Background: an optimization exercise with open tools, aiming at small area. Do not read the settings as production practice. The RTL was checked by simulation tests, not by an equivalence proof against the original design. Power is estimated from default activity; no workload was simulated.

===== flow/config.mk =====
export PLATFORM = sky130hd
export DESIGN_NAME = pixel_processing
export DESIGN_NICKNAME = pixel_processing
export VERILOG_FILES = /design/flow/design.v
export SDC_FILE = /design/flow/constraint.sdc
export NUM_CORES = 4
export LEC_CHECK = 0
export CAP_MARGIN = 20
export CORE_MARGIN = 2
export CORE_UTILIZATION = 40
export SLEW_MARGIN = 20

===== flow/constraint.sdc =====
create_clock -name core_clock -period 10.0 [get_ports {video_clk}]
set_input_delay 2.0000 -clock core_clock [delete_from_list [all_inputs] [get_ports {video_clk}]]
set_output_delay 2.0000 -clock core_clock [all_outputs]
set_load 0.01 [all_outputs]

===== flow/design.v =====
`timescale 1ns/1ns
module pixel_processing#(
    parameter          ROW_NUM = 9'd96,      
    parameter          COL_NUM = 9'd32,      
    parameter          DATA_WIDTH  = 16
)(
    input              rst,
    input              video_clk,
	input     [15:0]   rgb565_i,
    input              data_valid,
	output    [15:0]   pixel_mean,
    output             odata_val
   );
localparam AW = 22;             
localparam NL = 4;              
localparam NS = 8;              
reg [4:0]   col_cnt;
reg [6:0]   row_cnt;
reg         pend;
reg [15:0]  pix;
reg [2:0]   ph;
reg [NL*AW-1:0] ring [0:NS-1];
wire [NL*AW-1:0] port_q = ring[NS-1];
wire        hit  = pend && (ph == col_cnt[4:2]);
wire [1:0]  lane = col_cnt[1:0];
wire        clr  = row_cnt[1:0] == 2'd0;
wire        last_col = col_cnt == COL_NUM-1;
wire        edge_row = (row_cnt[6:2] == 5'd0) || (row_cnt[6:2] == ROW_NUM/4-1);
wire        emit = (row_cnt[1:0] == 2'd3) && (edge_row || col_cnt == 5'd0 || last_col);
wire [AW-1:0] acc = clr ? {AW{1'b0}} : port_q[lane*AW +: AW];
wire [6:0]  sum_r = acc[21:15] + pix[15:11];
wire [7:0]  sum_g = acc[14:7]  + pix[10:5];
wire [6:0]  sum_b = acc[6:0]   + pix[4:0];
wire [AW-1:0] sum = {sum_r, sum_g, sum_b};
assign pixel_mean = {sum_r[6:2], sum_g[7:2], sum_b[6:2]};
assign odata_val  = hit && emit;
integer i;
always@(posedge video_clk)begin
    for (i = 1; i < NS; i = i + 1) ring[i] <= ring[i-1];
    for (i = 0; i < NL; i = i + 1)
        ring[0][i*AW +: AW] <= (hit && lane == i) ? sum : port_q[i*AW +: AW];
end
always@(posedge video_clk)begin
    if (data_valid) pix <= rgb565_i;
end
always@(posedge video_clk or posedge rst)begin
    if(rst)begin
        ph      <= 'b0;
        pend    <= 1'b0;
        col_cnt <= 'b0;
        row_cnt <= 'b0;
    end else begin
        ph <= ph + 1'b1;
        if (data_valid)  pend <= 1'b1;
        else if (hit)    pend <= 1'b0;
        if (hit) begin
            col_cnt <= col_cnt + 1'b1;
            if (last_col) row_cnt <= (row_cnt == ROW_NUM-1) ? 7'd0 : row_cnt + 1'b1;
        end
    end
end
endmodule

===== flow/run.sh =====
#!/bin/bash
# synth_recipe.tcl (not shown) runs the flow's synth.tcl, then flattens the netlist and writes it again
# the make line also repeats each setting of config.mk as NAME=value (left out here)
make -C /OpenROAD-flow-scripts/flow DESIGN_CONFIG=/design/flow/config.mk WORK_HOME=/design/flow/orfs CLKGATE_MAP_FILE= SYNTH_SCRIPT=/design/flow/synth_recipe.tcl finish

==> metrics.yaml, run 1 <==
synthDistinctLibCells: 45
synth_edf_count: 16
drtAntennaViolNets: 0
crit_arrival_ns: 4.36
dp_hpwl_mm: 16.23
dr.pass1.iters: 4
critical_path_class: "reg -> out"
reg2reg_to: "ring[0][87]$_DFF_P_"
path_delay_family: "buffers and inverters"
path_cells: "buf_4 > mux4_2 > nor2b_1 > ha_1 > inv_1 > fa_1 > nor2b_1 > o31a_1 > o21ai_0 > mux2_2 > clkdlybuf4s50_1"
cts_resized: 0
path_depth: 11
layout.nets: 1278
skew_ns: 0.02489
cp_common_cell: "nor2b_1"
die_x_um: 215.7
io_buffers: 35
layout_common_cells: "704 x dfxtp_1, 117 x nand2_1, 68 x clkbuf_16"
rsz0062_at_grt: "false"
io_pins: 36
post_cts_buffers: 0
overflow: 0
wl_mm: 27.88
worstSkewPairLatency_ns: 0.57
setup_viol: 0
worst_slew_margin_rel: 0.5335
grt_pass1_wl_mm: 44.73
synth-main-ff-cell: "dfxtp_1"
place.gp.congestion: 0.7349
holdCritPathClass: "reg -> reg"
grt_max_degree: 33
ir_drop_mv: 0.2366
grt_pass1_vias: 8258
htree_levels: 3
cts_tree: "built"
final_area_mm2: 0.02129
core_mm2: 0.04422
utilization: 0.4815
area_growth_pct: 18.81
cts_root_buf: "clkbuf_16"
via_per_inst: 4.200
synth_seq_cells: 736
synthArstFlopShare: 0.02174
clk_path_buf_depth: 3
wl_per_cell_um: 14.85
cts.sinks: 736
dp_slack_ns: 4.158
drc_errors: 0
globalRouteTotalUtil: 0.1248
die_h_um: 215.7
cts_buffers: 67
fin_cells: 1878
fin_crit_ns: 6.363
leakage_nw: 8.655
worstPathRequired_ns: 8.00
status: "no timing/DRC/antenna violations"
ys.warnings.count: 2
row_count: 77
netlist_area_mm2: 0.01792
syn_nets: 1190
avgSynthCellArea_um2: 15.67
setup_tns_ns: 0
post_dp_cell_area_mm2: 0.01896
critPathCaptureType: "primary output"
cp_max_fo: 29
drt_iter0_markers: 298
hold_viol_final: 0
worst_setup_path_start_kind: "register"
antenna_found_initial: 0
worst_slack_ns: 3.637
synth_area_leaders: "dfxtp_1 79%, edfxtp_1 2.7%, nand2_1 2.5%, mux2_2 2.4%, mux4_2 2.4%"
cts_hold_buf: 0
maxCapViolations: 0
min_path_cells: 0
die-area_mm2: 0.04652
endpoint: "pixel_mean[15]"
synth_seq_area_share: 0.8355
worst-path-buf-inv: 3
period_share: 0.6363
layout_commonest_cell: "dfxtp_1"
nFillCells: 3794
diodes: 0
vias: 7888
dp.cells: 1755
drive_gt1_frac: 0.1423
powerDensity_mw_per_mm2: 302.1
fmax_mhz: 157.2
yosysTopAreaCell: "dfxtp_1"
worstReg2RegStart: "col_cnt[0]$_DFFE_PP0P_"
r2r_slack_ns: 6.31
cpPeakStageDelay_ns: 0.58
start_util: 0.4053
tightest_slew_ns: 0.6948
synth_top_area_frac: 0.7864
rr_worst_depth: 11
crit_slowest_cell: "mux4_2"
crit_start: "col_cnt[0]$_DFFE_PP0P_"
path_clk_slew_ns: 0.06
synth_cells: 1144
finalMaxSlewViolations: 0
## flip-flops by register name (all words and copies together), names as in the netlist
register and cells:
ring 704, pix 16, row_cnt 7, col_cnt 5, ph 3, pend 1
## routing by layer
| metal | up-vias | GRT usage | share of wire |
|---|---|---|---|
| met5 | - | 0 | 0 |
| met4 | 0 | 0.04989 | 0.025 |
| met3 | 62 | 0.03030 | 0.046 |
| met2 | 142 | 0.1999 | 0.45 |
| met1 | 3771 | 0.1629 | 0.48 |
| li1 | 3913 | - | - |
## cell families after synthesis
family	synth area share
DFF	0.8355
xor gates and xnor gates	0.01012
muxes	0.04999
adders and majority gates	0.02011
buffers and inverters	0.01124
AOI/OAI and AO/OA	0.02758
and+or+nand+nor	0.04545
## synthesized netlist by cell type (2+ instances only)
| library cell | count |
|---|---|
| dfxtp_1 | 704 |
| nor2_1 | 8 |
| and3_1 | 2 |
| nand2_1 | 117 |
| mux2_2 | 38 |
| nand4_1 | 4 |
| a211oi_1 | 6 |
| o31a_1 | 3 |
| a21oi_1 | 10 |
| or4_1 | 4 |
| mux2i_1 | 4 |
| dfrtp_1 | 16 |
| clkbuf_1 | 6 |
| xnor2_2 | 2 |
| inv_1 | 18 |
| xnor2_1 | 13 |
| nand2b_1 | 3 |
| o211ai_1 | 3 |
| nand3_1 | 6 |
| buf_1 | 2 |
| ha_1 | 24 |
| and2_1 | 4 |
| buf_2 | 17 |
| xor2_1 | 4 |
| a211o_1 | 3 |
| edfxtp_1 | 16 |
| o21bai_1 | 3 |
| fa_1 | 3 |
| a21o_1 | 4 |
| o21ai_0 | 38 |
| mux4_2 | 19 |
| o21a_1 | 4 |
| nor2b_1 | 24 |
## per-stage QoR
stage / total power, W / hold WS [ns]
after floorplan: 0.003678 / 0.3096
after detailed placement: 0.003873 / 0.3121
final: 0.006433 / 0.3096
after global routing: 0.006704 / 0.3138
after global placement: 0.003867 / 0.3096
after CTS: 0.006515 / 0.3107
## worst min path at each step
stage | startpoint | endpoint | slack [ns]
final | ring[0][76]$_DFF_P_ | ring[1][76]$_DFF_P_ | 0.31
after global routing | ring[0][76]$_DFF_P_ | ring[1][76]$_DFF_P_ | 0.31
after CTS | ring[0][76]$_DFF_P_ | ring[1][76]$_DFF_P_ | 0.31
after detailed placement | ring[0][22]$_DFF_P_ | ring[1][22]$_DFF_P_ | 0.31
after global placement | ring[1][61]$_DFF_P_ | ring[2][61]$_DFF_P_ | 0.31
after floorplan | ring[0][0]$_DFF_P_ | ring[1][0]$_DFF_P_ | 0.31
## cell type report
class,count,area [um^2],area share
inverter,18,67.56,0.003173
tap,592,740.7,0.03478
clock inverter,29,416.7,0.01957
timing repair buffer,46,427.9,0.02010
clock buffer,94,1919,0.09013
multi-input combinational,363,2746,0.1290
sequential,736,14980,0.7033
## power by group
group          total (W)  leakage, nW  switching [W]  internal [W]
clock network    0.00263         1.15        0.00104       0.00159
registers        0.00334         6.07       0.000110       0.00323
logic           0.000466         1.44       0.000275      0.000192
total            0.00643         8.66        0.00142       0.00501
==> run 2, diff against run 1 <==
--- a/flow/config.mk
+++ b/flow/config.mk
@@ -8,4 +8,7 @@
 export CAP_MARGIN = 20
 export CORE_MARGIN = 2
-export CORE_UTILIZATION = 40
+export CORE_UTILIZATION = 70
+export CTS_BUF_LIST = sky130_fd_sc_hd__clkbuf_8
+export CTS_CLUSTER_DIAMETER = 40
+export CTS_CLUSTER_SIZE = 20
 export SLEW_MARGIN = 20
==> run 2 against run 1 <==
  * Critical path depth stayed put
  * Core utilization increased by 30 points
  * Non-clock buffer count decreased by 3
  * Global-route usage increased by 8.9 points
  * Final cell count is 16% lower
  * Clock skew grew 0.0019 ns
  * Design area decreased by 7.2%
  * Synthesized cell count did not move
  * Critical endpoint is now pixel_mean[9]
==> metrics.yaml, run 2 <==
core_mm2: 0.02518  # -43%
synth-main-ff-cell: "dfxtp_1"
synth_area_leaders: "dfxtp_1 79%, edfxtp_1 2.7%, nand2_1 2.5%, mux2_2 2.4%, mux4_2 2.4%"
via_per_inst: 4.919  # +17%
area_growth_pct: 10.25
synthTopCellsByCount: "704 x dfxtp_1, 117 x nand2_1, 38 x mux2_2, 38 x o21ai_0"
cts_root_buf: "clkbuf_8"
layout.nets: 1259  # -1.5%
start_util: 0.7117  # +0.3064
avgSynthCellArea_um2: 15.67  # unchanged
leakage_nw: 8.100  # -6.4%
reg2reg_to: "ring[0][87]$_DFF_P_"
setup_viol: 0  # unchanged
synthDistinctLibCells: 45  # unchanged
synth_seq_cells: 736  # unchanged
drive_gt1_frac: 0.1229  # -0.01940
overflow: 0  # unchanged
critical_path_class: "reg -> out"
crit_slowest_cell: "dfrtp_2"
path_depth: 11  # unchanged
utilization: 0.7847  # +0.3031
status: "no timing/DRC/antenna violations"
whs_ns: 0.3145  # +0.004922 ns
drtAntennaViolNets: 0  # unchanged
skew_ns: 0.02681  # +0.001917 ns
cts_tree: "built"
dp_hpwl_mm: 16.84  # +3.8%
dp.cells: 1490  # -15%
holdPathEnd: "ring[2][56]$_DFF_P_"
rr_worst_depth: 10  # -1
hold_start: "ring[1][56]$_DFF_P_"
cpPeakStageDelay_ns: 0.97  # +0.39 ns
netlist_area_mm2: 0.01792  # unchanged
cts_buffers: 51  # -24%
row_count: 58  # -25%
syn_nets: 1190  # unchanged
fin_cells: 1583  # -16%
io_buffers: 35  # unchanged
worstPathRequired_ns: 8.00  # about the same
layout_common_cells: "704 x dfxtp_1, 117 x nand2_1, 56 x clkbuf_8"
powerDensity_mw_per_mm2: 272.4  # -9.8%
worst-path-buf-inv: 2  # -1
drt_iter0_markers: 405  # +36%
worst_setup_path_start_kind: "register"
wl_per_cell_um: 17.38  # +17%
htree_levels: 2  # -1
maxCapViolations: 0  # unchanged
tightest_slew_ns: 1.025  # +0.3304 ns
cts_hold_buf: 0  # unchanged
cts_resized: 0  # unchanged
dp_slack_ns: 4.236  # +0.07817 ns
top_regs: "ring (704), pix (16), row_cnt (7)"
globalRouteTotalUtil: 0.2133  # +0.08857
hold_viol_final: 0  # unchanged
period_share: 0.6365  # about the same
post_cts_buffers: 0  # unchanged
diodes: 0  # unchanged
setup_tns_ns: 0  # unchanged
path_cells: "mux4_2 > nor2b_1 > ha_1 > inv_1 > fa_1 > nor2b_1 > o31a_1 > o21a_1 > nor2_1 > xnor2_1 > clkdlybuf4s50_1"
place.gp.congestion: 0.8062  # +9.7%
die_h_um: 164.0  # -24%
crit_arrival_ns: 4.36  # about the same
wl_mm: 27.52  # -1.3%
rsz0062_at_grt: "false"
path_delay_family: "flip-flops"
synth_seq_area_share: 0.8355  # unchanged
ir_drop_mv: 0.2311  # -2.3%
synth_cells: 1144  # unchanged
cts.sinks: 736  # unchanged
worst_slew_margin_rel: 0.3149  # -0.2186
fmax_mhz: 157.1  # about the same
largest_reg_flops: 704  # unchanged
ys.warnings.count: 2  # unchanged
r2r_slack_ns: 6.34  # +0.03 ns
cp_common_cell: "nor2b_1"
drc_errors: 0  # unchanged
layout_commonest_cell: "dfxtp_1"
vias: 7786  # -1.3%
dr.pass1.iters: 4  # unchanged
synth_top_area_frac: 0.7864  # unchanged
grt_max_degree: 30  # -9.1%
fin_crit_ns: 6.365  # +0.001520 ns
min_path_cells: 0  # unchanged
clk_path_buf_depth: 3  # unchanged
worstSkewPairLatency_ns: 0.62  # +0.05 ns
yosys.cell_count.top_type: "dfxtp_1"
synthArstFlopShare: 0.02174  # unchanged
path_clk_slew_ns: 0.11  # +0.05 ns
grt_pass1_vias: 7805  # -5.5%
antenna_found_initial: 0  # unchanged
cp_max_fo: 29  # unchanged
die_x_um: 164.0  # -24%
yosysTopAreaCell: "dfxtp_1"
die-area_mm2: 0.02690  # -42%
grt_pass1_wl_mm: 42.66  # -4.6%
synth_edf_count: 16  # unchanged
worstReg2RegStart: "col_cnt[0]$_DFFE_PP0P_"
critPathCaptureType: "primary output"
largest-register: "ring"
holdCritPathClass: "reg -> reg"
worst_slack_ns: 3.635  # -0.001520 ns
finalMaxSlewViolations: 0  # unchanged
io_pins: 36  # unchanged
==> run 2: worst register-to-register path: stages (launching register included) <==
cell and delay (ns):
dfrtp_2 0.97, mux4_2 0.59, nor2b_1 0.14, ha_1 0.23, inv_1 0.07, fa_1 0.21, nor2b_1 0.07, o31a_1 0.29
o21ai_0 0.27, mux2_2 0.42, mux2_2 0.30
==> run 2: cell type report <==
type | count | area [um^2]
Clock buffer | 56 | 770.7
Clock inverter | 37 | 380.4
Fill cell | 1397 | 5423
Inverter | 18 | 67.56
Multi-Input combinational cell | 363 | 2746
Sequential cell | 736 | 14980
Tap cell | 330 | 412.9
Timing Repair Buffer | 43 | 405.4
==> run 2: layer usage <==
metal | track usage | part of all wire | wire length [um]
met5 | 0 | 0 | 0
met2 | 0.3405 | 0.46 | 12560
met3 | 0.04848 | 0.052 | 1420
met1 | 0.2909 | 0.46 | 12760
met4 | 0.07456 | 0.028 | 770
==> run 2: stage by stage <==
step / power [W] / area, um^2
floorplan: 0.003678 / 17920
global placement: 0.003846 / 18610
detailed placement: 0.003860 / 18610
CTS: 0.005427 / 19760
global route: 0.005596 / 19760
finish: 0.005383 / 19760
==> run 2: how the worst max path moves through the flow <==
stage / startpoint / end
5_1_grt: col_cnt[0]$_DFFE_PP0P_ / pixel_mean[9]
3_5_place_dp: col_cnt[0]$_DFFE_PP0P_ / pixel_mean[9]
4_1_cts: col_cnt[0]$_DFFE_PP0P_ / pixel_mean[10]
6_report: col_cnt[0]$_DFFE_PP0P_ / pixel_mean[9]
3_3_place_gp: col_cnt[0]$_DFFE_PP0P_ / pixel_mean[4]
2_1_floorplan: col_cnt[0]$_DFFE_PP0P_ / pixel_mean[4]
==> run 2: logic make-up (layout without fill, tap and decap cells) <==
kind of cell | count (synthesis) | after routing | synth area share
flops | 736 | 736 | 0.8355
mux | 61 | 61 | 0.04999
compound gates | 78 | 78 | 0.02758
buf+inv | 45 | 154 | 0.01124
simple gates | 178 | 178 | 0.04545
fa+ha+maj | 27 | 27 | 0.02011
xor+xnor | 19 | 19 | 0.01012
==> run 2: power by group <==
group	internal [W]	leakage [nW]	switching (W)
Sequential	0.00323	6.07	0.000166
Clock	0.000658	0.604	0.000922
Combinational	0.000187	1.42	0.000225
Total	0.00407	8.10	0.00131
==> run 3, diff against run 2 <==
--- a/flow/config.mk
+++ b/flow/config.mk
@@ -6,4 +6,5 @@
 export NUM_CORES = 4
 export LEC_CHECK = 0
+export ABC_AREA = 1
 export CAP_MARGIN = 20
 export CORE_MARGIN = 2
==> run 3 against run 2 <==
  * Final cell count increased by 12%
  * Sequential cell count unchanged
  * Sequential power rose by 2%
  * Clock power is 5% lower
  * Clock-buffer cell count shrank 1
==> metrics.yaml, run 3 <==
met2WireLength_mm: 13.48  # +7.3%
synth_top_family_by_area: "simple AND/OR/NAND/NOR gates"
start_util: 0.7168  # +0.005089
io_buffers: 35  # unchanged
clk_path_buf_depth: 3  # unchanged
diodes: 0  # unchanged
synth_edf_count: 16  # unchanged
yosysTopAreaCell: "dfxtp_1"
cts.sinks: 736  # unchanged
drc_errors: 0  # unchanged
hold_viol_final: 0  # unchanged
largest-register: "ring"
antenna_found_initial: 1  # +1
syn_nets: 1401  # +18%
pwr-share-comb: 0.096  # +0.019
synthTopCellsByCount: "704 x dfxtp_1, 226 x nand2_1, 71 x o21ai_0"
power.internal_w: 0.004050  # -0.51%
path_clk_slew_ns: 0.12  # about the same
grt_pass1_wl_mm: 45.66  # +7.0%
dp_slack_ns: 3.902  # -0.3338 ns
synth_seq_area_share: 0.8272  # -0.008316
cts_hold_buf: 0  # unchanged
cts_resized: 0  # unchanged
dp_hpwl_mm: 18.55  # +10%
vias: 8657  # +11%
layout_common_cells: "704 x dfxtp_1, 226 x nand2_1, 71 x o21ai_0"
final_area_mm2: 0.01973  # -0.17%
leakage_nw: 8.346  # +3.0%
grt_pass1_vias: 8413  # +7.8%
setup_tns_ns: 0  # unchanged
ir_drop_mv: 0.2457  # +6.3%
r2r_slack_ns: 6.21  # -0.13 ns
fin_crit_ns: 6.791  # +0.4258 ns
drive_gt1_frac: 0.06528  # -0.05763
largest_reg_flops: 704  # unchanged
yosys.area_share.simple: 0.07527  # +0.02982
seq_power_share: 0.630  # about the same
rsz0062_at_grt: "false"
core_mm2: 0.02525  # +0.29%
synth_fa_ha_area_frac: 0.01991  # -0.0002001
die_h_um: 164.8  # +0.49%
synthDistinctLibCells: 35  # -22%
worst_slack_ns: 3.209  # -0.4258 ns
holdCritPathClass: "reg -> reg"
top_layer: "met5"
via_per_inst: 4.891  # -0.56%
globalRouteTotalUtil: 0.2273  # +0.01391
netlist_area_mm2: 0.01810  # +1.0%
critPathCaptureType: "primary output"
crit_arrival_ns: 4.79  # +0.43 ns
cts_buffers: 49  # -3.9%
cts_root_buf: "clkbuf_8"
seq_area_mm2: 0.01498  # unchanged
tightest_slew_ns: 1.035  # +0.009903 ns
wl_met3_mm: 1.296  # -8.7%
drtAntennaViolNets: 0  # unchanged
wl_mm: 29.72  # +8.0%
cts_tree: "built"
worst_setup_path_start_kind: "register"
setup_viol: 0  # unchanged
synthArstFlopShare: 0.02174  # unchanged
avgSynthCellArea_um2: 13.36  # -15%
skew_ns: 0.03239  # +0.005582 ns
multiInputGateArea_mm2: 0.002679  # -2.5%
finalMaxSlewViolations: 0  # unchanged
synth_compound_area_frac: 0.04216  # +0.01459
synth_seq_cells: 736  # unchanged
worstPathRequired_ns: 8.00  # about the same
status: "no timing/DRC/antenna violations"
nFillCells: 1507  # +7.9%
wl_per_cell_um: 16.79  # -3.4%
synth-main-ff-cell: "dfxtp_1"
cp_max_fo: 27  # -6.9%
row_count: 58  # unchanged
powerDensity_mw_per_mm2: 278.2  # +2.1%
switching_share: 0.2618  # +0.01802
layout_commonest_cell: "dfxtp_1"
post_cts_buffers: 0  # unchanged
ys.warnings.count: 2  # unchanged
synth_top_area_frac: 0.7785  # -0.007827
synth_area_leaders: "dfxtp_1 78%, nand2_1 4.7%, edfxtp_1 2.7%, dfrtp_1 2.2%, o21ai_0 2.0%"
period_share: 0.6791  # +0.04258
io_pins: 36  # unchanged
yosys.cell_count.top_type: "dfxtp_1"
die-area_mm2: 0.02716  # +0.98%
layout.nets: 1458  # +16%
grt_max_degree: 52  # +73%
worstSkewPairLatency_ns: 0.62  # about the same
p_switching_w: 0.001437  # +9.5%
area_growth_pct: 8.965
fmax_mhz: 147.3  # -6.3%
maxCapViolations: 0  # unchanged
synth-xor-area-share: 0.01064  # +0.0005213
drt_iter0_markers: 662  # +63%
top_regs: "ring (704), pix (16), row_cnt (7)"
die_x_um: 164.8  # +0.49%
utilization: 0.7811  # -0.003593
power.clock.fraction: 0.274  # -0.019
synth_mux_area_frac: 0  # -0.04999
drt-met1-wl_mm: 14.33  # +12%
post_dp_cell_area_mm2: 0.01869  # +0.43%
overflow: 0  # unchanged
place.gp.congestion: 0.7964  # -1.2%
worst_slew_margin_rel: 0.3099  # -0.004946
whs_ns: 0.3062  # -0.008355 ns
dr.pass1.iters: 5  # +1
synth_cells: 1355  # +18%
critical_path_class: "reg -> out"
htree_levels: 2  # unchanged
[run 3: cell types whose count changed in the layout (fill, tap and decap cells not counted), sizes merged, moves of 10 or more]
cell and delta:
nor3 +10, nor2 +34, a21oi +35, inv +42, o21ai +51, mux2 -38
nand2 +110, nand3 +34, nor2b -25, mux4 -19, xor2 +10
[run 3: layout make-up]
cell class | count | share of cell area
clock buffers | 55 | 0.03838
clock inverters | 24 | 0.01395
inverters | 70 | 0.01357
multi-input cells | 519 | 0.1358
flip-flops and latches | 736 | 0.7592
well taps | 330 | 0.02093
repair buffers | 36 | 0.01814
[run 3: kinds of logic (layout without fill, tap and decap cells)]
| logic type | count (synthesis) | count (layout) |
|---|---|---|
| flip-flops | 736 | 736 |
| AND/OR/NAND/NOR | 325 | 325 |
| AO/OA/AOI/OAI | 145 | 145 |
| buffers and inverters | 100 | 185 |
| adder cells (fa/ha/maj) | 27 | 27 |
| XOR/XNOR | 22 | 22 |
[run 3: through the flow]
stage	power (W)	std cells
6_report	0.005487	1770
5_1_grt	0.005715	1770
3_5_place_dp	0.004037	1691
3_3_place_gp	0.004012	1691
2_1_floorplan	0.003827	1355
4_1_cts	0.005515	1770
[run 3: critical path, cell delays in order, from the launching register on]
cell	delay, ns
dfrtp_1	1.03
inv_2	0.52
nor2_1	0.20
o21ai_0	0.09
a21oi_1	0.14
ha_1	0.25
inv_1	0.09
fa_1	0.41
o21ai_0	0.31
nand2_1	0.09
nand2_1	0.09
nand2_1	0.05
nand2_1	0.13
and2_1	0.21
clkdlybuf4s50_1	0.56
[run 3: power by group through the flow]
stage | Clock, W | Combinational [W] | Sequential [W]
2_1_floorplan | 0 | 0.000414 | 0.00341
3_3_place_gp | 0 | 0.000510 | 0.00350
3_5_place_dp | 0 | 0.000522 | 0.00352
4_1_cts | 0.00153 | 0.000526 | 0.00346
5_1_grt | 0.00163 | 0.000594 | 0.00349
6_report | 0.00150 | 0.000528 | 0.00346
[run 3: metal layers]
metal  vias up  track usage
met5         -            0
li1       4366            -
met4         2      0.07312
met2       182       0.3596
met1      4063       0.3218
met3        44      0.04169
[run 3: path summary, 6_finish.rpt]
| check | start | endpoint | cells after the start |
|---|---|---|---|
| setup / recovery | col_cnt[1]$_DFFE_PP0P_ | pixel_mean[15] | 14 |
| hold / removal | ring[0][70]$_DFF_P_ | ring[1][70]$_DFF_P_ | 0 |
| setup reg to reg | col_cnt[1]$_DFFE_PP0P_ | ring[0][41]$_DFF_P_ | 11 |
| hold reg to reg | ring[0][70]$_DFF_P_ | ring[1][70]$_DFF_P_ | 0 |
| max in group asynchronous | rst | col_cnt[0]$_DFFE_PP0P_ | 2 |
| min in group asynchronous | rst | pend$_DFFE_PP0P_ | 2 |
==> run 4, diff against run 3 <==
--- a/flow/config.mk
+++ b/flow/config.mk
@@ -9,7 +9,8 @@
 export CAP_MARGIN = 20
 export CORE_MARGIN = 2
-export CORE_UTILIZATION = 70
+export CORE_UTILIZATION = 85
 export CTS_BUF_LIST = sky130_fd_sc_hd__clkbuf_8
 export CTS_CLUSTER_DIAMETER = 40
-export CTS_CLUSTER_SIZE = 20
+export CTS_CLUSTER_SIZE = 24
+export PLACE_DENSITY = 0.9
 export SLEW_MARGIN = 20
==> run 4 against run 3 <==
  * The flow now stops in detailed placement (3_5_place_dp)
  * Synthesized cell count stayed put
  * Area after synthesis is the same
==> metrics.yaml, run 4 <==
status: "stopped before the end"
flow.stopped_at: "detailed placement (3_5_place_dp)"
error_line: "Error: detail_place.tcl, 38 bad optional access"
synthArstFlopShare: 0.02174  # unchanged
die_x_um: 149.9  # -9.0%
syn_nets: 1401  # unchanged
synth-main-ff-cell: "dfxtp_1"
synthTopCellsByCount: "704 x dfxtp_1, 226 x nand2_1, 71 x o21ai_0"
netlist_area_mm2: 0.01810  # unchanged
synth_seq_area_share: 0.8272  # unchanged
synth_area_leaders: "dfxtp_1 78%, nand2_1 4.7%, edfxtp_1 2.7%, dfrtp_1 2.2%, o21ai_0 2.0%"
start_util: 0.8639  # +0.1471
synthDistinctLibCells: 35  # unchanged
row_count: 53  # -8.6%
avgSynthCellArea_um2: 13.36  # unchanged
ys.warnings.count: 2  # unchanged
die_h_um: 149.9  # -9.0%
synth_top_area_frac: 0.7785  # unchanged
synth_edf_count: 16  # unchanged
synth_seq_cells: 736  # unchanged
place.gp.congestion: 0.8158  # +2.4%
yosysTopAreaCell: "dfxtp_1"
io_buffers: 35  # unchanged
io_pins: 36  # unchanged
yosys.cell_count.top_type: "dfxtp_1"
synth_cells: 1355  # unchanged
run 4: logic make-up after synthesis:
logic type	count (synthesis)	share of synthesized area
flip-flops	736	0.8272
AND/OR/NAND/NOR	325	0.07527
AO/OA/AOI/OAI	145	0.04216
buffers and inverters	100	0.02481
adder cells (fa/ha/maj)	27	0.01991
XOR/XNOR	22	0.01064
run 4: worst max-delay path by stage:
stage	from	endpoint	slack, ns	cells past startpoint
after global placement	col_cnt[0]$_DFFE_PP0P_	pixel_mean[9]	4.52	12
after floorplan	col_cnt[0]$_DFFE_PP0P_	pixel_mean[4]	5.30	13
run 4: stage by stage:
step / instances / hold WS (ns) / setup slack (ns) / total power, W / instance area [um^2]
2_1_floorplan: 1355 / 0.3096 / 5.303 / 0.003827 / 18100
3_3_place_gp: 1638 / 0.3095 / 4.516 / 0.003992 / 18640
run 4: power by group through the flow:
stage	clock network (W)	logic, W	registers, W
after global placement	0	0.000546	0.00345
after floorplan	0	0.000414	0.00341
==> run 5, diff against run 4 <==
==> flow/config.mk (replaced) <==
export PLATFORM = sky130hd
export DESIGN_NAME = pixel_processing
export DESIGN_NICKNAME = pixel_processing
export VERILOG_FILES = /design/flow/design.v
export SDC_FILE = /design/flow/constraint.sdc
export NUM_CORES = 4
export LEC_CHECK = 0
export CAP_MARGIN = 20
export CORE_MARGIN = 2
export CORE_UTILIZATION = 70
export CTS_BUF_LIST = sky130_fd_sc_hd__clkbuf_4
export CTS_CLUSTER_DIAMETER = 25
export CTS_CLUSTER_SIZE = 10
export SLEW_MARGIN = 20
==> run 5 against run 4 <==
  * The run now finishes clean
  * Synthesized cell count decreased by 16%
  * Area after synthesis shrank 1.0%
==> metrics.yaml, run 5 <==
r2r_slack_ns: 6.32
drive_gt1_frac: 0.1914
start_util: 0.7117  # -0.1521
yosys.cell_count.top_type: "dfxtp_1"
post_dp_cell_area_mm2: 0.01861
synthDistinctLibCells: 45  # +29%
path_cells: "mux4_2 > nor2b_1 > ha_1 > inv_1 > fa_1 > nor2b_1 > o31a_1 > o21ai_0 > mux2_2 > clkdlybuf4s50_1"
synth_seq_area_share: 0.8355  # +0.008316
grt_max_degree: 30
core_mm2: 0.02518
wl_mm: 27.97
cts_resized: 0
synth-main-ff-cell: "dfxtp_1"
ir_drop_mv: 0.2230
cts_buffers: 115
rr_worst_depth: 10
grt_pass1_vias: 8431
setup_viol: 0
maxCapViolations: 0
cp_max_fo: 29
overflow: 0
path_depth: 10
clk_path_buf_depth: 3
holdCritPathClass: "reg -> reg"
crit_arrival_ns: 4.50
row_count: 58  # +9.4%
fmax_mhz: 153.8
top_regs: "ring (704), pix (16), row_cnt (7)"
synthArstFlopShare: 0.02174  # unchanged
power.clock.fraction: 0.347
utilization: 0.8091
layout.nets: 1323
skew_ns: 0.03401
dp_hpwl_mm: 16.84
area_growth_pct: 13.68
hold_start: "ring[0][20]$_DFF_P_"
setup_tns_ns: 0
io_buffers: 35  # unchanged
min_path_cells: 0
largest_reg_flops: 704
largest-register: "ring"
die-area_mm2: 0.02690
period_share: 0.6503
netlist_area_mm2: 0.01792  # -1.0%
synth_area_leaders: "dfxtp_1 79%, edfxtp_1 2.7%, nand2_1 2.5%, mux2_2 2.4%, mux4_2 2.4%"
wl_per_cell_um: 16.39
dr.pass1.iters: 4
reg2reg_to: "ring[0][65]$_DFF_P_"
synth_top_area_frac: 0.7864  # +0.007827
avgSynthCellArea_um2: 15.67  # +17%
synth_seq_cells: 736  # unchanged
rsz0062_at_grt: "false"
worst-path-buf-inv: 2
p_switching_w: 0.001429
cp_common_cell: "nor2b_1"
post_cts_buffers: 0
antenna_found_initial: 1
via_per_inst: 4.808
crit_start: "col_cnt[0]$_DFFE_PP0P_"
drtAntennaViolNets: 0
layout_commonest_cell: "dfxtp_1"
cts_tree: "built"
finalMaxSlewViolations: 0
drt_iter0_markers: 449
cpPeakStageDelay_ns: 0.97
nFillCells: 1321
cts_hold_buf: 0
worstPathRequired_ns: 8.00
pwr-share-comb: 0.071
critical_path_class: "reg -> out"
power.internal_w: 0.004393
crit_slowest_cell: "dfrtp_2"
htree_levels: 3
die_x_um: 164.0  # +9.4%
critPathCaptureType: "primary output"
vias: 8207
synth_edf_count: 16  # unchanged
synthTopCellsByCount: "704 x dfxtp_1, 117 x nand2_1, 38 x mux2_2, 38 x o21ai_0"
tightest_slew_ns: 1.052
cts_root_buf: "clkbuf_4"
fin_crit_ns: 6.503
grt_pass1_wl_mm: 43.96
synth_cells: 1144  # -16%
hold_viol_final: 0
place.gp.congestion: 0.8062  # -1.2%
drc_errors: 0
worstSkewPairLatency_ns: 0.78
leakage_nw: 8.430
path_clk_slew_ns: 0.10
seq_power_share: 0.582
final_area_mm2: 0.02037
worst_setup_path_start_kind: "register"
worstReg2RegStart: "col_cnt[0]$_DFFE_PP0P_"
ys.warnings.count: 2  # unchanged
cts.sinks: 736
switching_share: 0.2454
syn_nets: 1190  # -15%
die_h_um: 164.0  # +9.4%
powerDensity_mw_per_mm2: 285.8
io_pins: 36  # unchanged
worst_slew_margin_rel: 0.2973
layout_common_cells: "704 x dfxtp_1, 137 x clkbuf_4, 117 x nand2_1"
yosysTopAreaCell: "dfxtp_1"
path_delay_family: "multiplexers"
holdPathEnd: "ring[1][20]$_DFF_P_"
status: "no timing/DRC/antenna violations"
globalRouteTotalUtil: 0.2193
-- run 5: worst max-delay path by stage --
stage / endpoint / slack (ns)
finish: pixel_mean[15] / 3.50
detailed placement: pixel_mean[9] / 4.24
floorplan: pixel_mean[4] / 5.23
CTS: pixel_mean[9] / 3.42
global placement: pixel_mean[4] / 4.30
global route: pixel_mean[9] / 3.14
-- run 5: area by class of cell --
class | count | area (um^2) | area share
flip-flops and latches | 736 | 14980 | 0.7351
multi-input cells | 363 | 2746 | 0.1348
clock buffers | 137 | 1028 | 0.05048
clock inverters | 77 | 729.5 | 0.03580
well taps | 330 | 412.9 | 0.02027
repair buffers | 43 | 405.4 | 0.01990
inverters | 18 | 67.56 | 0.003316
diodes | 3 | 7.507 | 0.0003685
-- run 5: power groups by stage --
stage,registers (W),clock network [W],logic (W)
floorplan,0.00335,0,0.000327
global placement,0.00344,0,0.000401
detailed placement,0.00345,0,0.000406
CTS,0.00339,0.00207,0.000413
global route,0.00342,0.00222,0.000452
finish,0.00339,0.00202,0.000412
-- run 5: kinds of logic after synthesis --
| family | synth area share |
|---|---|
| fa+ha+maj | 0.02011 |
| xor+xnor | 0.01012 |
| simple gates | 0.04545 |
| compound gates | 0.02758 |
| flops | 0.8355 |
| buf+inv | 0.01124 |
| mux | 0.04999 |
-- run 5: worst register-to-register path, stage by stage, from the launching register on --
cell and delay [ns]:
dfrtp_2 0.97, mux4_2 0.59, nor2b_1 0.14, ha_1 0.23
inv_1 0.07, fa_1 0.21, nor2b_1 0.07, o31a_1 0.28
o21ai_0 0.27, mux2_2 0.42, mux2_2 0.30
-- run 5: metrics by stage --
step / instances / hold slack, ns / total power [W] / setup slack, ns
after detailed placement: 1490 / 0.3121 / 0.003860 / 4.236
after CTS: 1704 / 0.2978 / 0.005881 / 3.416
after global routing: 1707 / 0.2990 / 0.006091 / 3.142
after global placement: 1490 / 0.3096 / 0.003846 / 4.295
final: 1707 / 0.3099 / 0.005822 / 3.497
after floorplan: 1144 / 0.3096 / 0.003678 / 5.227
-- run 5: routing by layer --
metal	global-route usage	vias up	share of wire
li1	-	4078	-
met1	0.2899	3885	0.47
met2	0.3409	175	0.46
met3	0.06540	67	0.043
met4	0.08931	2	0.027
met5	0.01326	-	0.0010
==> run 6, diff against run 5 <==
==> flow/flow/run.sh (new file) <==
#!/bin/bash
# Own layout flow: the standard flow (standard.sh) with two changes:
# CTS without dummy loads and with smaller clock buffers, and the smallest
# buffer cell for the port buffers. Each tool's output is in orfs/logs/;
# the whole make output is in flow_make.log.
set -euo pipefail
here=$(cd "$(dirname "$0")" && pwd)
source "$here/knobs.sh"
export CTS_ARGS BUFFER_PORTS_ARGS
bash standard.sh finish > flow_make.log 2>&1
==> flow/flow/knobs.sh (new file) <==
CTS_ARGS="-sink_clustering_enable -repair_clock_nets -sink_clustering_size 40 -sink_clustering_max_diameter 60 -buf_list sky130_fd_sc_hd__clkbuf_16 -dont_use_dummy_load"
BUFFER_PORTS_ARGS="-buffer_cell sky130_fd_sc_hd__buf_1"
==> flow/standard.sh (new file) <==
#!/bin/bash
# synth_recipe.tcl (not shown) runs the flow's synth.tcl, then flattens the netlist and writes it again
# the make line also repeats each setting of config.mk as NAME=value (left out here)
make -C /OpenROAD-flow-scripts/flow DESIGN_CONFIG=/design/flow/config.mk WORK_HOME=/design/flow/orfs CLKGATE_MAP_FILE= SYNTH_SCRIPT=/design/flow/synth_recipe.tcl "${@:-finish}"
--- a/flow/config.mk
+++ b/flow/config.mk
@@ -9,6 +9,3 @@
 export CORE_MARGIN = 2
 export CORE_UTILIZATION = 70
-export CTS_BUF_LIST = sky130_fd_sc_hd__clkbuf_4
-export CTS_CLUSTER_DIAMETER = 25
-export CTS_CLUSTER_SIZE = 10
 export SLEW_MARGIN = 20
removed: flow/run.sh
==> run 6 against run 5 <==
  * Wire length down 3.1%
  * Core utilization down 4.2 points
  * Critical path depth up 1
  * Area after synthesis unchanged
  * Sequential cell count unchanged
  * Via count down 7.3%
  * Worst setup slack better by 0.56 ns
  * Global-route usage down 0.82 points
  * Highest routed layer is now met4
==> metrics.yaml, run 6 <==
drive_gt1_frac: 0.09015  # -0.1013
finalPower_w: 0.005247  # -9.9%
syn_nets: 1190  # unchanged
leakage_nw: 7.857  # -6.8%
maxCapViolations: 0  # unchanged
io_pins: 36  # unchanged
overflow: 0  # unchanged
period_share: 0.5940  # -0.05632
drt_iter0_markers: 487  # +8.5%
die-area_mm2: 0.02690  # unchanged
synthArstFlopShare: 0.02174  # unchanged
setup_tns_ns: 0  # unchanged
grt_pass1_vias: 7876  # -6.6%
grt_pass1_wl_mm: 42.50  # -3.3%
holdCritPathClass: "reg -> reg"
row_count: 58  # unchanged
globalRouteTotalUtil: 0.2110  # -0.008239
largest_reg_flops: 704  # unchanged
grt_max_degree: 41  # +37%
tightest_slew_ns: 1.032  # -0.01949 ns
wl_per_cell_um: 17.74  # +8.3%
layout.nets: 1246  # -5.8%
fin_cells: 1528  # -10%
dp.cells: 1492  # +0.13%
synth-main-ff-cell: "dfxtp_1"
layout_commonest_cell: "dfxtp_1"
place.gp.congestion: 0.7839  # -2.8%
area_growth_pct: 7.742
skew_ns: 0.04980  # +0.01579 ns
diodes: 0  # -3
cts_tree: "built"
dp_slack_ns: 4.602  # +0.3664 ns
finalMaxSlewViolations: 0  # unchanged
crit_start: "col_cnt[1]$_DFFE_PP0P_"
worst_slew_margin_rel: 0.3103  # +0.01303
cts_root_buf: "clkbuf_16"
drc_errors: 0  # unchanged
powerDensity_mw_per_mm2: 271.7  # -4.9%
largest-register: "ring"
worstReg2RegStart: "col_cnt[1]$_DFFE_PP0P_"
synthDistinctLibCells: 45  # unchanged
critPathCaptureType: "primary output"
synth_edf_count: 16  # unchanged
worstSkewPairLatency_ns: 0.55  # -0.23 ns
cts.sinks: 736  # unchanged
clk_path_buf_depth: 3  # unchanged
start_util: 0.7117  # unchanged
status: "no timing/DRC/antenna violations"
ir_drop_mv: 0.2155  # -3.3%
worst_slack_ns: 4.060  # +0.5632 ns
crit_arrival_ns: 3.94  # -0.56 ns
worstPathRequired_ns: 8.00  # about the same
synth_cells: 1144  # unchanged
synth_seq_area_share: 0.8355  # unchanged
drtAntennaViolNets: 0  # unchanged
avgSynthCellArea_um2: 15.67  # unchanged
synth_top_area_frac: 0.7864  # unchanged
hold_viol_final: 0  # unchanged
use_met2: 0.3314  # -0.009549
ys.warnings.count: 2  # unchanged
layout_common_cells: "704 x dfxtp_1, 117 x nand2_1, 38 x mux2_2, 38 x o21ai_0, 36 x clkbuf_16"
io_buffers: 35  # unchanged
rsz0062_at_grt: "false"
cts_resized: 0  # unchanged
grt-busiest-layer: "met2"
fmax_mhz: 168.3  # +9.5%
yosysTopAreaCell: "dfxtp_1"
synthTopCellsByCount: "704 x dfxtp_1, 117 x nand2_1, 38 x mux2_2, 38 x o21ai_0"
synth_seq_cells: 736  # unchanged
fin_crit_ns: 5.940  # -0.5632 ns
path_clk_slew_ns: 0.12  # +0.02 ns
r2r_slack_ns: 6.34  # +0.02 ns
setup_viol: 0  # unchanged
cts_hold_buf: 0  # unchanged
synth_area_leaders: "dfxtp_1 79%, edfxtp_1 2.7%, nand2_1 2.5%, mux2_2 2.4%, mux4_2 2.4%"
htree_levels: 2  # -1
cp_max_fo: 19  # -34%
grtUsageMet3: 0.03586  # -0.02955
wl_mm: 27.11  # -3.1%
dp_hpwl_mm: 16.28  # -3.3%
cts_buffers: 36  # -69%
die_h_um: 164.0  # unchanged
hold_start: "ring[5][44]$_DFF_P_"
post_cts_buffers: 0  # unchanged
critical_path_class: "reg -> out"
netlist_area_mm2: 0.01792  # unchanged
vias: 7610  # -7.3%
antenna_found_initial: 1  # unchanged
worst_setup_path_start_kind: "register"
gr-usage-met1: 0.3005  # +0.01062
core_mm2: 0.02518  # unchanged
via_per_inst: 4.980  # +3.6%
die_x_um: 164.0  # unchanged
utilization: 0.7668  # -0.04223
yosys.cell_count.top_type: "dfxtp_1"
dr.pass1.iters: 5  # +1
top_regs: "ring (704), pix (16), row_cnt (7)"
==> run 6: cell counts after synthesis <==
No cell type changed its count.
==> run 6: cell families (layout without fill, tap and decap cells) <==
group                      after synthesis  after routing  share of synthesized area
and+or+nand+nor                        178            178                    0.04545
AOI/OAI and AO/OA                       78             78                    0.02758
buffers and inverters                   45             99                    0.01124
xor gates and xnor gates                19             19                    0.01012
DFF                                    736            736                     0.8355
adders and majority gates               27             27                    0.02011
muxes                                   61             61                    0.04999
==> run 6: layout make-up <==
type | instances | area, um^2
Clock buffer | 36 | 900.9
Tap cell | 330 | 412.9
Timing Repair Buffer | 45 | 206.4
Sequential cell | 736 | 14980
Fill cell | 1435 | 5872
Inverter | 18 | 67.56
Multi-Input combinational cell | 363 | 2746
==> run 6: final timing paths <==
check	end	cells past startpoint
worst min register to register	ring[6][44]$_DFF_P_	0
worst min-delay path	ring[6][44]$_DFF_P_	0
min in group asynchronous	row_cnt[5]$_DFFE_PP0P_	2
max in group asynchronous	col_cnt[0]$_DFFE_PP0P_	2
worst max-delay path	pixel_mean[10]	11
worst max register to register	ring[0][6]$_DFF_P_	11
==> run 6: where the power goes <==
part | leakage, nW | internal, W | switching (W)
registers | 6.07 | 0.00323 | 0.000145
clock network | 0.444 | 0.000646 | 0.000803
logic | 1.34 | 0.000181 | 0.000246
==> run 6: layer usage <==
layer  share of wire  up-vias
met3           0.043       62
li1                -     3797
met4           0.030        0
met2            0.45      129
met1            0.48     3622
met5               0        -
==> run 6: through the flow <==
stage                     hold slack (ns)  area [um^2]
final                              0.2725        19310
after global routing               0.2818        19310
after CTS                          0.2712        19310
after detailed placement           0.3121        18410
after global placement             0.3095        18410
after floorplan                    0.3096        17920
==> run 6: worst max-delay path, cell delays in order (launching register included) <==
cell and delay (ns):
dfrtp_1 0.77, buf_4 0.43, nor2b_1 0.08, a211oi_1 0.22, a211o_1 0.18, inv_1 0.05
ha_1 0.29, a211oi_1 0.29, o21bai_1 0.22, o311ai_4 0.30, mux2i_1 0.38, buf_1 0.21
==> run 7, diff against run 6 <==
==> flow/flow/knobs.sh (replaced) <==
CTS_ARGS="-sink_clustering_enable -repair_clock_nets -sink_clustering_size 22 -sink_clustering_max_diameter 30 -buf_list sky130_fd_sc_hd__clkbuf_8 -dont_use_dummy_load"
BUFFER_PORTS_ARGS="-buffer_cell sky130_fd_sc_hd__buf_1"
--- a/flow/config.mk
+++ b/flow/config.mk
@@ -9,3 +9,4 @@
 export CORE_MARGIN = 2
 export CORE_UTILIZATION = 70
+export PLACE_DENSITY = 0.85
 export SLEW_MARGIN = 20
==> run 7 against run 6 <==
  * Still clean on timing, DRC and antenna
  * Combinational power shrank 4%
  * Sequential share of layout area is 0.92 points lower
  * Worst hold slack gained 0.011 ns
  * Register-to-register slack worse by 0.02 ns
  * Critical endpoint is now pixel_mean[4]
==> metrics.yaml, run 7 <==
htree_levels: 3  # +1
synth_area_leaders: "dfxtp_1 79%, edfxtp_1 2.7%, nand2_1 2.5%, mux2_2 2.4%, mux4_2 2.4%"
syn_nets: 1190  # unchanged
vias: 8045  # +5.7%
die_h_um: 164.0  # unchanged
yosys.cell_count.top_type: "dfxtp_1"
reg2reg_to: "ring[0][6]$_DFF_P_"
drive_gt1_frac: 0.1231  # +0.03294
hold_viol_final: 0  # unchanged
avgSynthCellArea_um2: 15.67  # unchanged
via_per_inst: 5.114  # +2.7%
fin_crit_ns: 6.017  # +0.07630 ns
finalMaxSlewViolations: 0  # unchanged
cp_max_fo: 29  # +10
period_share: 0.6017  # +0.007630
layout_common_cells: "704 x dfxtp_1, 117 x nand2_1, 84 x clkbuf_8"
tightest_slew_ns: 1.106  # +0.07439 ns
r2r_slack_ns: 6.32  # -0.02 ns
largest_reg_flops: 704  # unchanged
critical_path_class: "reg -> out"
utilization: 0.7761  # +0.009242
worstPathRequired_ns: 8.00  # about the same
cts_buffers: 84  # +130%
synth-main-ff-cell: "dfxtp_1"
fmax_mhz: 166.2  # -1.3%
synthTopCellsByCount: "704 x dfxtp_1, 117 x nand2_1, 38 x mux2_2, 38 x o21ai_0"
status: "no timing/DRC/antenna violations"
cts_root_buf: "clkbuf_8"
cts_tree: "built"
skew_ns: 0.05773  # +0.007929 ns
hold_start: "ring[2][63]$_DFF_P_"
clk_path_buf_depth: 3  # unchanged
dr.pass1.iters: 5  # unchanged
worst_setup_path_start_kind: "register"
synth_edf_count: 16  # unchanged
worst_slew_margin_rel: 0.2624  # -0.04792
die_x_um: 164.0  # unchanged
overflow: 0  # unchanged
wl_mm: 28.00  # +3.3%
rsz0062_at_grt: "false"
yosysTopAreaCell: "dfxtp_1"
rr_worst_depth: 10  # -1
synthDistinctLibCells: 45  # unchanged
top_regs: "ring (704), pix (16), row_cnt (7)"
netlist_area_mm2: 0.01792  # unchanged
die-area_mm2: 0.02690  # unchanged
synth_cells: 1144  # unchanged
place.gp.congestion: 0.7803  # -0.46%
core_mm2: 0.02518  # unchanged
maxCapViolations: 0  # unchanged
setup_tns_ns: 0  # unchanged
leakage_nw: 8.003  # +1.9%
diodes: 0  # unchanged
grt_pass1_vias: 8498  # +7.9%
synthArstFlopShare: 0.02174  # unchanged
cts.sinks: 736  # unchanged
worstSkewPairLatency_ns: 0.61  # +0.06 ns
synth_seq_area_share: 0.8355  # unchanged
grt_max_degree: 33  # -20%
holdCritPathClass: "reg -> reg"
path_clk_slew_ns: 0.07  # -0.05 ns
cts_resized: 0  # unchanged
io_buffers: 35  # unchanged
io_pins: 36  # unchanged
largest-register: "ring"
layout_commonest_cell: "dfxtp_1"
dp_hpwl_mm: 17.14  # +5.3%
holdPathEnd: "ring[3][63]$_DFF_P_"
start_util: 0.7117  # unchanged
crit_arrival_ns: 4.02  # +0.08 ns
row_count: 58  # unchanged
drt_iter0_markers: 477  # -2.1%
antenna_found_initial: 0  # -1
powerDensity_mw_per_mm2: 276.4  # +1.7%
min_path_cells: 0  # unchanged
drc_errors: 0  # unchanged
critPathCaptureType: "primary output"
wl_per_cell_um: 17.80  # +0.33%
area_growth_pct: 9.041
grt_pass1_wl_mm: 43.82  # +3.1%
nFillCells: 1327  # -7.5%
drtAntennaViolNets: 0  # unchanged
layout.nets: 1291  # +3.6%
globalRouteTotalUtil: 0.2184  # +0.007398
ir_drop_mv: 0.1952  # -9.4%
setup_viol: 0  # unchanged
ys.warnings.count: 2  # unchanged
worstReg2RegStart: "col_cnt[0]$_DFFE_PP0P_"
cts_hold_buf: 0  # unchanged
synth_seq_cells: 736  # unchanged
post_cts_buffers: 0  # unchanged
synth_top_area_frac: 0.7864  # unchanged
## run 7: cell counts after synthesis
Identical to the previous run, type by type.
## run 7: stage by stage
stage	cells	hold WS (ns)	total power, W	worst slack, ns	cell area (um^2)
2_1_floorplan	1144	0.3096	0.003678	5.227	17920
3_3_place_gp	1489	0.3096	0.003821	4.582	18390
3_5_place_dp	1489	0.3121	0.003847	4.604	18390
4_1_cts	1573	0.2631	0.005437	3.936	19540
5_1_grt	1573	0.2720	0.005612	3.725	19540
6_report	1573	0.2832	0.005401	3.983	19540
## run 7: where the power goes
group	internal (W)	total [W]	switching [W]
sequential	0.00323	0.00339	0.000157
combinational	0.000177	0.000410	0.000233
clock	0.000744	0.00160	0.000860
total	0.00415	0.00540	0.00125
## run 7: area by class of cell
class | count | area, um^2 | share of cell area
Clock buffer | 84 | 1156 | 0.05916
Inverter | 18 | 67.56 | 0.003457
Multi-Input combinational cell | 363 | 2746 | 0.1405
Sequential cell | 736 | 14980 | 0.7663
Tap cell | 330 | 412.9 | 0.02113
Timing Repair Buffer | 42 | 183.9 | 0.009412
## run 7: critical path: stages (launching register included)
cell and delay, ns:
dfrtp_2 0.98, mux4_2 0.58, nor2b_1 0.15, ha_1 0.24, inv_1 0.08, fa_1 0.20
nor2b_1 0.08, o31a_1 0.27, o21ai_0 0.27, mux2_2 0.42, buf_1 0.14
## run 7: kinds of logic (layout without fill, tap and decap cells)
kind of cell | Yosys count | in the layout | share of synthesized area
simple gates | 178 | 178 | 0.04545
xor+xnor | 19 | 19 | 0.01012
fa+ha+maj | 27 | 27 | 0.02011
buf+inv | 45 | 144 | 0.01124
compound gates | 78 | 78 | 0.02758
flops | 736 | 736 | 0.8355
mux | 61 | 61 | 0.04999
## run 7: how the worst max path moves through the flow
stage	from	to	slack [ns]
2_1_floorplan	col_cnt[0]$_DFFE_PP0P_	pixel_mean[4]	5.23
3_3_place_gp	col_cnt[0]$_DFFE_PP0P_	pixel_mean[4]	4.58
3_5_place_dp	col_cnt[0]$_DFFE_PP0P_	pixel_mean[4]	4.60
4_1_cts	col_cnt[0]$_DFFE_PP0P_	pixel_mean[4]	3.94
5_1_grt	col_cnt[0]$_DFFE_PP0P_	pixel_mean[4]	3.72
6_report	col_cnt[0]$_DFFE_PP0P_	pixel_mean[4]	3.98
## run 7: per-layer routing
layer | global-route usage | part of all wire
met2 | 0.3512 | 0.48
met5 | 0 | 0
met1 | 0.2884 | 0.45
met4 | 0.09848 | 0.033
met3 | 0.04672 | 0.042
==> run 8, diff against run 7 <==
==> flow/flow/knobs.sh (replaced) <==
CTS_ARGS="-sink_clustering_enable -repair_clock_nets -sink_clustering_size 20 -sink_clustering_max_diameter 40 -buf_list sky130_fd_sc_hd__clkbuf_8 -dont_use_dummy_load"
BUFFER_PORTS_ARGS="-buffer_cell sky130_fd_sc_hd__buf_1"
--- a/flow/config.mk
+++ b/flow/config.mk
@@ -9,4 +9,3 @@
 export CORE_MARGIN = 2
 export CORE_UTILIZATION = 70
-export PLACE_DENSITY = 0.85
 export SLEW_MARGIN = 20
==> run 8 against run 7 <==
  * Still clean
  * Core utilization fell by 1.8 points
  * Power decreased by 7.1%
  * Sequential share of layout area is 1.8 points higher
  * Clock-buffer cell count down 34
  * Wire length decreased by 6.0%
  * Worst setup slack got worse by 0.010 ns
  * Critical path type unchanged
==> metrics.yaml, run 8 <==
largest_reg_flops: 704  # unchanged
core_mm2: 0.02518  # unchanged
crit_arrival_ns: 4.03  # about the same
synth_top_area_frac: 0.7864  # unchanged
synthDistinctLibCells: 45  # unchanged
synthArstFlopShare: 0.02174  # unchanged
drt_iter0_markers: 437  # -8.4%
synthTopCellsByCount: "704 x dfxtp_1, 117 x nand2_1, 38 x mux2_2, 38 x o21ai_0"
largest-register: "ring"
worstSkewPairLatency_ns: 0.61  # about the same
drc_errors: 0  # unchanged
period_share: 0.6027  # +0.001016
leakage_nw: 7.773  # -2.9%
layout_common_cells: "704 x dfxtp_1, 117 x nand2_1, 50 x clkbuf_8"
synth_compound_area_frac: 0.02758  # unchanged
rsz0062_at_grt: "false"
crit_slowest_cell: "dfrtp_1"
die_h_um: 164.0  # unchanged
layout_commonest_cell: "dfxtp_1"
finalMaxSlewViolations: 0  # unchanged
post_cts_buffers: 0  # unchanged
antenna_found_initial: 1  # +1
finalPower_w: 0.005019  # -7.1%
row_count: 58  # unchanged
worstPathRequired_ns: 8.00  # about the same
critical_path_class: "reg -> out"
fmax_mhz: 165.9  # -0.17%
cts_buffers: 50  # -40%
yosys.area_share.simple: 0.04545  # unchanged
dr.pass1.iters: 4  # -1
r2r_slack_ns: 6.30  # -0.02 ns
cts_root_buf: "clkbuf_8"
cts.sinks: 736  # unchanged
synth_seq_area_share: 0.8355  # unchanged
area_growth_pct: 6.570
synth_fa_ha_area_frac: 0.02011  # unchanged
drive_gt1_frac: 0.1007  # -0.02243
syn_nets: 1190  # unchanged
worst_setup_path_start_kind: "register"
synth_mux_area_frac: 0.04999  # unchanged
avgSynthCellArea_um2: 15.67  # unchanged
fin_crit_ns: 6.027  # +0.01016 ns
final_area_mm2: 0.01910  # -2.3%
dp_hpwl_mm: 16.28  # -5.0%
hold_viol_final: 0  # unchanged
layout.nets: 1260  # -2.4%
globalRouteTotalUtil: 0.2044  # -0.01405
grt_pass1_vias: 7692  # -9.5%
synth_area_leaders: "dfxtp_1 79%, edfxtp_1 2.7%, nand2_1 2.5%, mux2_2 2.4%, mux4_2 2.4%"
cp_max_fo: 19  # -34%
skew_ns: 0.06291  # +0.005177 ns
die-area_mm2: 0.02690  # unchanged
io_pins: 36  # unchanged
grt_max_degree: 26  # -21%
netlist_area_mm2: 0.01792  # unchanged
path_clk_slew_ns: 0.11  # +0.04 ns
clk_path_buf_depth: 3  # unchanged
top_regs: "ring (704), pix (16), row_cnt (7)"
wl_mm: 26.31  # -6.0%
yosys.cell_count.top_type: "dfxtp_1"
cts_tree: "built"
drtAntennaViolNets: 0  # unchanged
worst_slew_margin_rel: 0.3447  # +0.08230
holdCritPathClass: "reg -> reg"
setup_viol: 0  # unchanged
cp_common_cell: "nor2b_1"
io_buffers: 35  # unchanged
synth-main-ff-cell: "dfxtp_1"
cts_hold_buf: 0  # unchanged
setup_tns_ns: 0  # unchanged
overflow: 0  # unchanged
synth-xor-area-share: 0.01012  # unchanged
htree_levels: 2  # -1
via_per_inst: 4.922  # -3.8%
status: "no timing/DRC/antenna violations"
synth_edf_count: 16  # unchanged
synth_top_family_by_area: "multiplexers"
grt_pass1_wl_mm: 41.14  # -6.1%
vias: 7594  # -5.6%
cts_resized: 0  # unchanged
wl_per_cell_um: 17.05  # -4.2%
critPathCaptureType: "primary output"
maxCapViolations: 0  # unchanged
place.gp.congestion: 0.7839  # +0.46%
ys.warnings.count: 2  # unchanged
synth_seq_cells: 736  # unchanged
cpPeakStageDelay_ns: 0.78  # -0.20 ns
powerDensity_mw_per_mm2: 262.8  # -4.9%
synth_cells: 1144  # unchanged
post_dp_cell_area_mm2: 0.01841  # +0.12%
yosysTopAreaCell: "dfxtp_1"
path_cells: "buf_4 > mux4_2 > nor2b_1 > ha_1 > inv_1 > fa_1 > nor2b_1 > o31a_1 > o21ai_0 > mux2_2 > buf_1"
die_x_um: 164.0  # unchanged
tightest_slew_ns: 0.9806  # -0.1258 ns
start_util: 0.7117  # unchanged
ir_drop_mv: 0.1933  # -0.96%
[run 8: cell counts after synthesis]
Identical to the previous run, type by type.
[run 8: where the power goes]
| part | switching [W] | leakage [nW] | internal (W) |
|---|---|---|---|
| registers | 0.000141 | 6.07 | 0.00323 |
| clock network | 0.000780 | 0.360 | 0.000450 |
| logic | 0.000241 | 1.34 | 0.000181 |
| total | 0.00116 | 7.77 | 0.00386 |
[run 8: critical path: cells and delay by family, from the launching register on]
family | cells | cell delay (ns)
mux | 2 | 0.76
buf+inv | 3 | 0.65
fa+ha+maj | 2 | 0.43
simple gates | 2 | 0.21
compound gates | 2 | 0.58
flops | 1 | 0.78
[run 8: final timing paths]
| check | from | endpoint | depth (start not counted) |
|---|---|---|---|
| worst min-delay path | ring[3][56]$_DFF_P_ | ring[4][56]$_DFF_P_ | 0 |
| worst max register to register | col_cnt[1]$_DFFE_PP0P_ | ring[0][6]$_DFF_P_ | 11 |
| min in group asynchronous | rst | col_cnt[1]$_DFFE_PP0P_ | 2 |
| max in group asynchronous | rst | row_cnt[4]$_DFFE_PP0P_ | 2 |
| worst max-delay path | col_cnt[1]$_DFFE_PP0P_ | pixel_mean[4] | 11 |
| worst min register to register | ring[3][56]$_DFF_P_ | ring[4][56]$_DFF_P_ | 0 |
[run 8: cell type report]
cell class                      instances  area (um^2)
Multi-Input combinational cell        363         2746
Clock buffer                           50        688.2
Antenna cell                            1        2.502
Sequential cell                       736        14980
Fill cell                            1476         6082
Timing Repair Buffer                   45        206.4
Inverter                               18        67.56
Tap cell                              330        412.9
[run 8: logic make-up after synthesis]
kind of cell / after synthesis
adders and majority gates: 27
buffers and inverters: 45
and+or+nand+nor: 178
xor gates and xnor gates: 19
DFF: 736
AOI/OAI and AO/OA: 78
muxes: 61
[run 8: metal layers]
metal  track usage  vias to the layer above  wire [um]
met5             0                        -          0
met4       0.07456                        0        708
met3       0.04747                       58       1269
met2        0.3119                      125      11570
met1        0.2897                     3591      12770
li1              -                     3820          -
[run 8: stage by stage]
| stage | std cells | worst slack [ns] | hold WS [ns] | utilization |
|---|---|---|---|---|
| after global routing | 1542 | 3.695 | 0.2968 | 0.7584 |
| after global placement | 1492 | 4.671 | 0.3095 | 0.7310 |
| after floorplan | 1144 | 5.227 | 0.3096 | - |
| after detailed placement | 1492 | 4.602 | 0.3121 | 0.7310 |
| after CTS | 1542 | 3.938 | 0.2828 | 0.7584 |
| final | 1543 | 3.973 | 0.2831 | 0.7585 |
==> run 9, diff against run 8 <==
--- a/flow/design.v
+++ b/flow/design.v
@@ -28,9 +28,29 @@
 wire        edge_row = (row_cnt[6:2] == 5'd0) || (row_cnt[6:2] == ROW_NUM/4-1);
 wire        emit = (row_cnt[1:0] == 2'd3) && (edge_row || col_cnt == 5'd0 || last_col);
-wire [AW-1:0] acc = clr ? {AW{1'b0}} : port_q[lane*AW +: AW];
-wire [6:0]  sum_r = acc[21:15] + pix[15:11];
-wire [7:0]  sum_g = acc[14:7]  + pix[10:5];
-wire [6:0]  sum_b = acc[6:0]   + pix[4:0];
-wire [AW-1:0] sum = {sum_r, sum_g, sum_b};
+wire [NL-1:0] wsel;    
+wire [NL-1:0] rsel;    
+reg  [AW-1:0] acc;
+genvar g;
+generate for (g = 0; g < NL; g = g + 1) begin : dec
+    assign wsel[g] = hit && lane == g;
+    assign rsel[g] = !clr && lane == g;
+end endgenerate
+integer k;
+always @(*) begin
+    acc = {AW{1'b0}};
+    for (k = 0; k < NL; k = k + 1) acc = acc | ({AW{rsel[k]}} & port_q[k*AW +: AW]);
+end
+wire [AW-1:0] addend = {2'b0, pix[15:11], 2'b0, pix[10:5], 2'b0, pix[4:0]};
+wire [AW-1:0] sum;
+wire [AW:0]   cy;
+genvar b;
+generate for (b = 0; b < AW; b = b + 1) begin : add
+    wire cin = (b == 0 || b == 7 || b == 15) ? 1'b0 : cy[b];
+    assign sum[b]  = acc[b] ^ addend[b] ^ cin;
+    assign cy[b+1] = (acc[b] & addend[b]) | (cin & (acc[b] ^ addend[b]));
+end endgenerate
+wire [6:0]  sum_r = sum[21:15];
+wire [7:0]  sum_g = sum[14:7];
+wire [6:0]  sum_b = sum[6:0];
 assign pixel_mean = {sum_r[6:2], sum_g[7:2], sum_b[6:2]};
 assign odata_val  = hit && emit;
@@ -39,5 +59,5 @@
     for (i = 1; i < NS; i = i + 1) ring[i] <= ring[i-1];
     for (i = 0; i < NL; i = i + 1)
-        ring[0][i*AW +: AW] <= (hit && lane == i) ? sum : port_q[i*AW +: AW];
+        ring[0][i*AW +: AW] <= ({AW{wsel[i]}} & sum) | ({AW{~wsel[i]}} & port_q[i*AW +: AW]);
 end
 always@(posedge video_clk)begin
==> flow/flow/knobs.sh (replaced) <==
CTS_ARGS="-sink_clustering_enable -repair_clock_nets -sink_clustering_size 20 -sink_clustering_max_diameter 60 -buf_list sky130_fd_sc_hd__clkbuf_8 -dont_use_dummy_load"
BUFFER_PORTS_ARGS="-buffer_cell sky130_fd_sc_hd__buf_1"
==> run 9 against run 8 <==
  * Final cell count is 5.2% lower
  * Worst hold slack better by 0.036 ns
  * Clock power is 7% lower
  * Combinational power is 27% lower
  * Power is 4.0% lower
  * Critical path depth is 9 higher
  * First-iteration DRC count is 0.23% higher
  * Sequential cell count stayed put
  * Still clean on timing, DRC and antenna
  * Largest cell class unchanged
  * Via count is 5.4% lower
  * Wire length is 3.0% lower
==> metrics.yaml, run 9 <==
largest_reg_flops: 704  # unchanged
fin_crit_ns: 6.909  # +0.8827 ns
synth_cells: 1080  # -5.6%
synth-main-ff-cell: "dfxtp_1"
top_regs: "ring (704), pix (16), row_cnt (7)"
via_per_inst: 4.914  # -0.16%
diodes: 0  # -1
post_dp_cell_area_mm2: 0.01791  # -2.7%
wl_per_cell_um: 17.47  # +2.4%
dp_hpwl_mm: 15.63  # -4.0%
synth_seq_cells: 736  # unchanged
htree_levels: 2  # unchanged
die_x_um: 162.0  # -1.2%
holdCritPathClass: "reg -> reg"
largest-register: "ring"
rsz0062_at_grt: "false"
cts_buffers: 42  # -16%
io_buffers: 35  # unchanged
post_cts_buffers: 0  # unchanged
dr.pass1.iters: 4  # unchanged
path_cells: "inv_1 > ha_1 > nor2b_2 > buf_4 > a22oi_1 > nand2_1 > ha_1 > inv_1 > fa_1 > fa_1 > fa_1 > inv_1 > fa_1 > inv_1 > fa_1 > inv_1 > ha_1 > xnor2_1 > inv_1 > buf_1"
worstPathRequired_ns: 8.00  # about the same
synth_seq_area_share: 0.8566  # +0.02105
place.gp.congestion: 0.7651  # -2.4%
fmax_mhz: 144.7  # -13%
start_util: 0.7167  # +0.005017
seq_power_share: 0.696  # +0.025
final_area_mm2: 0.01849  # -3.2%
grt_max_degree: 37  # +42%
ys.warnings.count: 2  # unchanged
synthDistinctLibCells: 36  # -20%
setup_viol: 0  # unchanged
utilization: 0.7582  # about the same
synthArstFlopShare: 0.02174  # unchanged
synth_top_area_frac: 0.8062  # +0.01981
drive_gt1_frac: 0.08524  # -0.01542
die_h_um: 162.0  # -1.2%
layout_common_cells: "704 x dfxtp_1, 69 x nand2_1, 56 x o21ai_0"
tightest_slew_ns: 0.9164  # -0.06422 ns
synthTopCellsByCount: "704 x dfxtp_1, 69 x nand2_1, 56 x o21ai_0"
status: "no timing/DRC/antenna violations"
cts_resized: 0  # unchanged
cpPeakStageDelay_ns: 0.43  # -0.35 ns
wl_mm: 25.53  # -3.0%
synth_area_leaders: "dfxtp_1 81%, edfxtp_1 2.7%, dfrtp_1 2.3%, o21ai_0 1.6%, mux2_2 1.5%"
layout_commonest_cell: "dfxtp_1"
finalPower_w: 0.004817  # -4.0%
worstSkewPairLatency_ns: 0.59  # -0.02 ns
powerDensity_mw_per_mm2: 260.5  # -0.87%
==> run 9: cell types whose count changed after synthesis, moves of 14 or more <==
cell and change:
nand2_1 -48, a22oi_1 +24, mux4_2 -19, nor2b_1 -19
o21ai_0 +18, inv_1 +16, mux2_4 +15, buf_2 -14
mux2_2 -14
==> run 9: cell type report <==
class                   count  area [um^2]  share of cell area
multi-input cells         284         2223              0.1202
clock buffers              42        578.1             0.03126
well taps                 324        405.4             0.02192
inverters                  34        127.6            0.006901
repair buffers             42        183.9            0.009946
flip-flops and latches    736        14970              0.8097
==> run 9: metal layers <==
| metal | track usage | routed length (um) | vias to the layer above |
|---|---|---|---|
| li1 | - | - | 3563 |
| met1 | 0.2830 | 12480 | 3460 |
| met2 | 0.3155 | 11490 | 111 |
| met3 | 0.03856 | 854 | 50 |
| met4 | 0.06999 | 704 | 0 |
| met5 | 0 | 0 | - |
==> run 9: kinds of logic (layout without fill, tap and decap cells) <==
kind of cell | count (synthesis) | in the layout | share of synthesized area
flops | 736 | 736 | 0.8566
buf+inv | 60 | 118 | 0.01696
xor+xnor | 15 | 15 | 0.008589
fa+ha+maj | 27 | 27 | 0.02491
compound gates | 106 | 106 | 0.03851
mux | 40 | 40 | 0.02892
simple gates | 96 | 96 | 0.02555
==> run 9: worst paths after layout <==
path	cells past startpoint	slack (ns)	endpoint	start
max	20	3.09	pixel_mean[10]	col_cnt[0]$_DFFE_PP0P_
min	0	0.32	ring[4][46]$_DFF_P_	ring[3][46]$_DFF_P_
max reg2reg	19	5.57	ring[0][58]$_DFF_P_	col_cnt[0]$_DFFE_PP0P_
min reg2reg	0	0.32	ring[4][46]$_DFF_P_	ring[3][46]$_DFF_P_
max in group asynchronous	2	8.08	pend$_DFFE_PP0P_	rst
min in group asynchronous	2	1.48	row_cnt[3]$_DFFE_PP0P_	rst
==> run 9: power groups by stage <==
stage,clock [W],combinational [W],sequential (W)
floorplan,0,0.000240,0.00335
global placement,0,0.000302,0.00341
detailed placement,0,0.000306,0.00342
CTS,0.00118,0.000310,0.00336
global route,0.00129,0.000340,0.00338
finish,0.00115,0.000309,0.00335
==> run 9: per-stage QoR <==
step	worst slack (ns)	instances	hold WS, ns
after floorplan	4.024	1080	0.3096
after global placement	3.825	1420	0.3096
after detailed placement	3.710	1420	0.3121
after CTS	3.054	1462	0.3172
after global routing	2.705	1462	0.3240
final	3.091	1462	0.3188

Check on run 9: ideal ports give 3.091 ns setup slack; a clkbuf_16 on the clock port and buf_2 on the inputs give 3.046 ns; moving port delays by the midpoint clock arrival (0.617 ns) as well gives 3.663 ns.
